This design comes from an exercise in tuning for small area on the open sky130 flow, not from production work.
The flow treats the clock pin as an ideal source. Dropping or thinning the clock tree relies on that and would not hold on a real chip.
No activity file was given, so power comes from the tool's default toggle rates.

== run B ==
==> flow/design.v <==
module ALD_miami(
    SW,
    RST_N,
    CLOCK_50,
    LEDR
);
input [7:1]SW;
input RST_N;
input CLOCK_50;
output [6:0]LEDR;
wire clk = CLOCK_50;
wire rst = RST_N;
reg [5:0] rung;
wire r0  = (rung == 6'd0);
wire r1  = (rung == 6'd1);
wire r2  = (rung == 6'd2);
wire r6  = (rung == 6'd6);
wire r7  = (rung == 6'd7);
wire r38 = (rung == 6'd38);
reg started;                 
reg mstart, mfc, tok;
reg ps0, ps1, ps2;           
reg tonp1_in, trig11, trig21, trig71, trig81;
reg [3:0] cyc_acc;
reg SV1, SV4, VV1, VV2, heaterson, reactorheater, mfcwater;
assign LEDR = {mfcwater, reactorheater, heaterson, VV2, VV1, SV4, SV1};
reg [38:0] ring1;
reg [12:0] ring2;
reg [12:0] ring3;
reg cy1, cy2, cy3;
wire seg_tvac1  = (rung <= 6'd11);
wire seg_tpvac  = (rung >= 6'd12) & (rung <= 6'd15);
wire seg_tonp1  = (rung >= 6'd16) & (rung <= 6'd26);
wire seg_twater = (rung >= 6'd27);
wire first1     = r0 | (rung == 6'd12) | (rung == 6'd16) | (rung == 6'd27);
wire act1       = ~r38;
wire en1  = (seg_tonp1 & tonp1_in) | (seg_tvac1 & trig11) | (seg_twater & trig21) | (seg_tpvac & mstart);
wire sat1 = seg_tvac1 ? (ring1[11] & ring1[2] & ring1[1]) :
            seg_tpvac ? (ring1[3] & ring1[2]) :
                        (ring1[10] & ring1[1] & ring1[0]);
wire old1 = ring1[0] & started;
wire cin1 = first1 ? ~(sat1 & started) : cy1;
wire nb1  = act1 ? (en1 & (old1 ^ cin1)) : svac1_n;
wire first2 = r0;
wire sat2   = ring2[12] & ring2[3] & ring2[0];
wire cin2   = first2 ? ~sat2 : cy2;
wire nb2    = trig71 & (ring2[0] ^ cin2);
wire act3   = (rung >= 6'd15) & (rung <= 6'd24);
wire first3 = (rung == 6'd15);
wire sat3   = ring3[9] & ring3[1];
wire old3   = ring3[0] & started;
wire cin3   = first3 ? ~(sat3 & started) : cy3;
wire nb3    = act3 ? (tok & (old3 ^ cin3)) :
              r0   ? (SW[2] | cyc_dn) :
              r1   ? ~SW[7] :
              r38  ? svac2_n : ring3[0];
always @(posedge clk) begin
    ring1 <= {nb1, ring1[38:1]};
    ring2 <= {nb2, ring2[12:1]};
    ring3 <= {nb3, ring3[12:1]};
    cy1 <= old1 & cin1;
    cy2 <= ring2[0] & cin2;
    cy3 <= old3 & cin3;
end
wire tvac1_ge   = ring1[12] & ring1[3];      
wire tvac1_b0   = ring1[1];
wire tonp1_ge   = ring1[27] & ring1[18];     
wire tonp1_b0   = ring1[17];
wire twater_ge  = ring1[38] & ring1[29];     
wire twater_b0  = ring1[28];
wire tvacw_ge   = ring2[0] & ring2[4];       
wire tvacw_b0   = ring2[1];
wire tvacw_ge3  = ring2[0] & (ring2[4] | (ring2[3] & ring2[2] & ring2[1]));  
wire pulse_sat  = ring3[4] & ring3[9];
wire tpvac_sat  = ring1[16] & ring1[15];     
wire pulse_b9   = ring3[12];
wire vacpumps   = mstart & (~tpvac_sat | ~(ps0 | pulse_b9));
wire svac1      = ring1[0];
wire mstop_r2   = ring3[11];
wire mstop      = ring3[1];
wire heat       = ring3[2];
wire svac2      = ring3[0];
wire svac1_n    = trig11 & ~tvac1_ge;
wire svac2_n    = trig71 & ~tvacw_ge3;
wire startpos  = ps1 & ~ps2;
wire sv11      = tonp1_in & ~tonp1_ge;
wire sv1_start = tonp1_ge & ~tonp1_b0;
wire tonp1_n   = (trig81 & ~cyc_ep) | ps1 | sv11;
wire trig11_n  = sv1_start | (trig11 & ~startpos & ~trig81);
wire trig21_n  = (tvac1_ge & tvac1_b0) | (trig21 & ~startpos & ~trig81);
wire sw_tt     = trig21 & ~twater_ge;
wire trig71_n  = (trig21_n & twater_ge & ~twater_b0) | (trig71 & ~startpos & ~trig81);
wire trig81_n  = tvacw_ge & ~tvacw_b0;
wire cyc_res   = cyc_acc[3] & cyc_acc[1] & (cyc_acc[2] | cyc_acc[0]);    
wire cyc_ep    = cyc_acc[3] & cyc_acc[1] & ~cyc_acc[0];                   
wire cyc_full  = cyc_ep & ~cyc_acc[2];                                    
wire cyc_dn    = cyc_full;
wire cyc_inc   = trig81 & ~cyc_full;
wire [3:0] cyc_acc31 = cyc_res ? 4'd0 : cyc_acc + {3'd0, cyc_inc};
wire cyc_full31 = cyc_acc31[3] & cyc_acc31[1];
always @(posedge clk) begin
    if (r7) begin
        ps0 <= tok & ~pulse_sat;
    end
end
always @(posedge clk or negedge rst) begin
    if (rst == 1'b0) begin
        rung <= 6'd0;
        started <= 1'b0;
        mstart <= 1'b0;
        mfc <= 1'b0; tok <= 1'b0;
        ps1 <= 1'b0; ps2 <= 1'b0;
        tonp1_in <= 1'b0; trig11 <= 1'b0; trig21 <= 1'b0; trig71 <= 1'b0; trig81 <= 1'b0;
        cyc_acc <= 4'd0;
        SV1 <= 1'b0; SV4 <= 1'b0; VV1 <= 1'b0; VV2 <= 1'b0;
        heaterson <= 1'b0; reactorheater <= 1'b0; mfcwater <= 1'b0;
    end
    else begin
        rung <= r38 ? 6'd0 : rung + 6'd1;
        if (r2) mstart <= (~SW[1] & ~SW[3]) | (mstart & ~SW[2] & ~mstop_r2);
        if (r6) mfc <= mstart & (~SW[5] | (SW[6] & mfc));
        if (r7) begin
            tok <= mstart & (~SW[4] | tok);
        end
        if (r38) begin
            started <= 1'b1;
            ps1 <= ps0; ps2 <= ps1;
            tonp1_in <= tonp1_n;
            trig11 <= trig11_n;
            trig21 <= trig21_n;
            trig71 <= trig71_n;
            trig81 <= trig81_n;
            cyc_acc <= startpos ? (cyc_full31 ? 4'd14 : 4'd11) : cyc_acc31;
            SV1 <= mstart & sv11;
            SV4 <= mstart & sw_tt;
            VV1 <= mstart & (vacpumps | svac1);
            VV2 <= mstart & (vacpumps | svac2);
            heaterson <= heat;
            reactorheater <= (mstart | reactorheater) & ~mstop;
            mfcwater <= mfc;
        end
    end
end
endmodule
Settings: LEC_CHECK=0, CAP_MARGIN=20, CORE_MARGIN=2, CORE_UTILIZATION=40, SLEW_MARGIN=20; clock period 50.0 ns.
standard.sh (not shown) runs the stock make flow with config.mk's settings and CLKGATE_MAP_FILE= SYNTH_SCRIPT=/design/flow/synth_recipe.tcl, a recipe that flattens the netlist after the stock synthesis.
==> flow/flow/run.sh <==
#!/bin/bash
# The standard layout, except:
#  - the port buffers are the smallest buffer (buf_1) rather than the default
#  - the clock tree is built by flow/mycts.tcl: the clock port drives four
#    buf_12, each driving a quarter of the flip-flops, split by position
set -euo pipefail
P="BUFFER_PORTS_ARGS=-buffer_cell sky130_fd_sc_hd__buf_1"
bash standard.sh "$P" place > standard_place.log 2>&1
bash standard.sh "$P" run RUN_SCRIPT=$PWD/flow/mycts.tcl RUN_LOG_NAME_STEM=4_1_cts \
  MYCTS_NBUF=4 MYCTS_BUF=sky130_fd_sc_hd__buf_12 MYCTS_CLKNET=CLOCK_50 > mycts.log 2>&1
bash standard.sh "$P" finish > standard_finish.log 2>&1
Other scripts of this flow, unchanged in this note and not shown: flow/flow/mycts.tcl
Run B has completed all stages; timing, DRC and antenna checks passed.
Input changes introduced in run E (baseline for comparison: run B):
--- a/flow/design.v
+++ b/flow/design.v
@@ -19,11 +19,12 @@
 wire r38 = (rung == 6'd38);
 reg started;                 
 reg mstart, mfc, tok;
 reg ps0, ps1, ps2;           
 reg tonp1_in, trig11, trig21, trig71, trig81;
-reg [3:0] cyc_acc;
+reg [3:0] cyc_acc;           
+reg cyc_ep;                  
 reg SV1, SV4, VV1, VV2, heaterson, reactorheater, mfcwater;
 assign LEDR = {mfcwater, reactorheater, heaterson, VV2, VV1, SV4, SV1};
 reg [38:0] ring1;
 reg [12:0] ring2;
 reg [12:0] ring3;
@@ -39,11 +40,11 @@
             seg_tpvac ? (ring1[3] & ring1[2]) :
                         (ring1[10] & ring1[1] & ring1[0]);
 wire old1 = ring1[0] & started;
 wire cin1 = first1 ? ~(sat1 & started) : cy1;
 wire nb1  = act1 ? (en1 & (old1 ^ cin1)) : svac1_n;
-wire first2 = r0;
+wire first2 = (rung == 6'd13);
 wire sat2   = ring2[12] & ring2[3] & ring2[0];
 wire cin2   = first2 ? ~sat2 : cy2;
 wire nb2    = trig71 & (ring2[0] ^ cin2);
 wire act3   = (rung >= 6'd15) & (rung <= 6'd24);
 wire first3 = (rung == 6'd15);
@@ -89,14 +90,13 @@
 wire trig11_n  = sv1_start | (trig11 & ~startpos & ~trig81);
 wire trig21_n  = (tvac1_ge & tvac1_b0) | (trig21 & ~startpos & ~trig81);
 wire sw_tt     = trig21 & ~twater_ge;
 wire trig71_n  = (trig21_n & twater_ge & ~twater_b0) | (trig71 & ~startpos & ~trig81);
 wire trig81_n  = tvacw_ge & ~tvacw_b0;
-wire cyc_res   = cyc_acc[3] & cyc_acc[1] & (cyc_acc[2] | cyc_acc[0]);    
-wire cyc_ep    = cyc_acc[3] & cyc_acc[1] & ~cyc_acc[0];                   
-wire cyc_full  = cyc_ep & ~cyc_acc[2];                                    
-wire cyc_dn    = cyc_full;
+wire cyc_res   = cyc_acc[3] & cyc_acc[1] & cyc_acc[0];
+wire cyc_full  = cyc_acc[3] & cyc_acc[1] & ~cyc_acc[0];
+wire cyc_dn    = cyc_ep & ~cyc_res;
 wire cyc_inc   = trig81 & ~cyc_full;
 wire [3:0] cyc_acc31 = cyc_res ? 4'd0 : cyc_acc + {3'd0, cyc_inc};
 wire cyc_full31 = cyc_acc31[3] & cyc_acc31[1];
 always @(posedge clk) begin
     if (r7) begin
@@ -109,11 +109,11 @@
         started <= 1'b0;
         mstart <= 1'b0;
         mfc <= 1'b0; tok <= 1'b0;
         ps1 <= 1'b0; ps2 <= 1'b0;
         tonp1_in <= 1'b0; trig11 <= 1'b0; trig21 <= 1'b0; trig71 <= 1'b0; trig81 <= 1'b0;
-        cyc_acc <= 4'd0;
+        cyc_acc <= 4'd0; cyc_ep <= 1'b0;
         SV1 <= 1'b0; SV4 <= 1'b0; VV1 <= 1'b0; VV2 <= 1'b0;
         heaterson <= 1'b0; reactorheater <= 1'b0; mfcwater <= 1'b0;
     end
     else begin
         rung <= r38 ? 6'd0 : rung + 6'd1;
@@ -128,11 +128,12 @@
             tonp1_in <= tonp1_n;
             trig11 <= trig11_n;
             trig21 <= trig21_n;
             trig71 <= trig71_n;
             trig81 <= trig81_n;
-            cyc_acc <= startpos ? (cyc_full31 ? 4'd14 : 4'd11) : cyc_acc31;
+            cyc_acc <= startpos ? 4'd11 : cyc_acc31;
+            cyc_ep <= trig81 ? cyc_full31 : cyc_dn;
             SV1 <= mstart & sv11;
             SV4 <= mstart & sw_tt;
             VV1 <= mstart & (vacpumps | svac1);
             VV2 <= mstart & (vacpumps | svac2);
             heaterson <= heat;
==> comparison <==
Compared with run B, in run E post-layout total power increased 0.91%; area after synthesis increased about 1.5%; non-filler instance count after layout increased 0.52%; complex-gate fraction of the synthesized area essentially unchanged; met3 global-route usage increased 1.9 points.
Compared with run B, run E shows a lower part of the power in the clock network.
The arrival time at the worst endpoint of run E exceeds that of run B by 0.04 ns.
Between run B and run E, the flow reports routed length on met2 decreasing slightly.
Fraction of synthesis flops using an asynchronous set or reset pin (run E over run B): increase, 0.73 points
Between run B and run E, the flow reports total number of vias increasing by a few percent.
Looking only at starting utilization of the core area, and setting everything else aside, the lower value of run E and run B goes to run B.
Run E ended with more number of nets at the end of the flow than run B.
The depth of the most critical reg-to-reg path of run E is lower than that of run B.
No functional check of the RTL was part of any run of this note. No run of this note takes its clock network from TritonCTS; it comes from the design's own scripts or RTL.

==> static timing again, ports no longer ideal <==
The results above use ideal ports. As a check the final layouts listed here were re-extracted and re-timed, cells and wires unchanged. Step 1 assumes that a clkbuf_16 drives the clock port and a buf_2 every other input. Step 2 moves the port delays by t, midway between the first and last clock arrival at a register: inputs arrive t later, outputs are due t later. That takes back most of the time a late clock gives input paths. a / b / c = no drivers / after step 1 / after step 2; a / b = the first two.
| run | t, ns | setup WS [ns] | clock arrival spread, ns | cell pins on the clock port's net |
|---|---|---|---|---|
| run B | 0.201 | 39.358 / 39.282 / 39.455 | 0.013 / 0.013 | 4 |
| run E | 0.208 | 39.324 / 39.240 / 39.355 | 0.009 / 0.008 | 4 |
After both steps setup and hold are still met in every run listed.
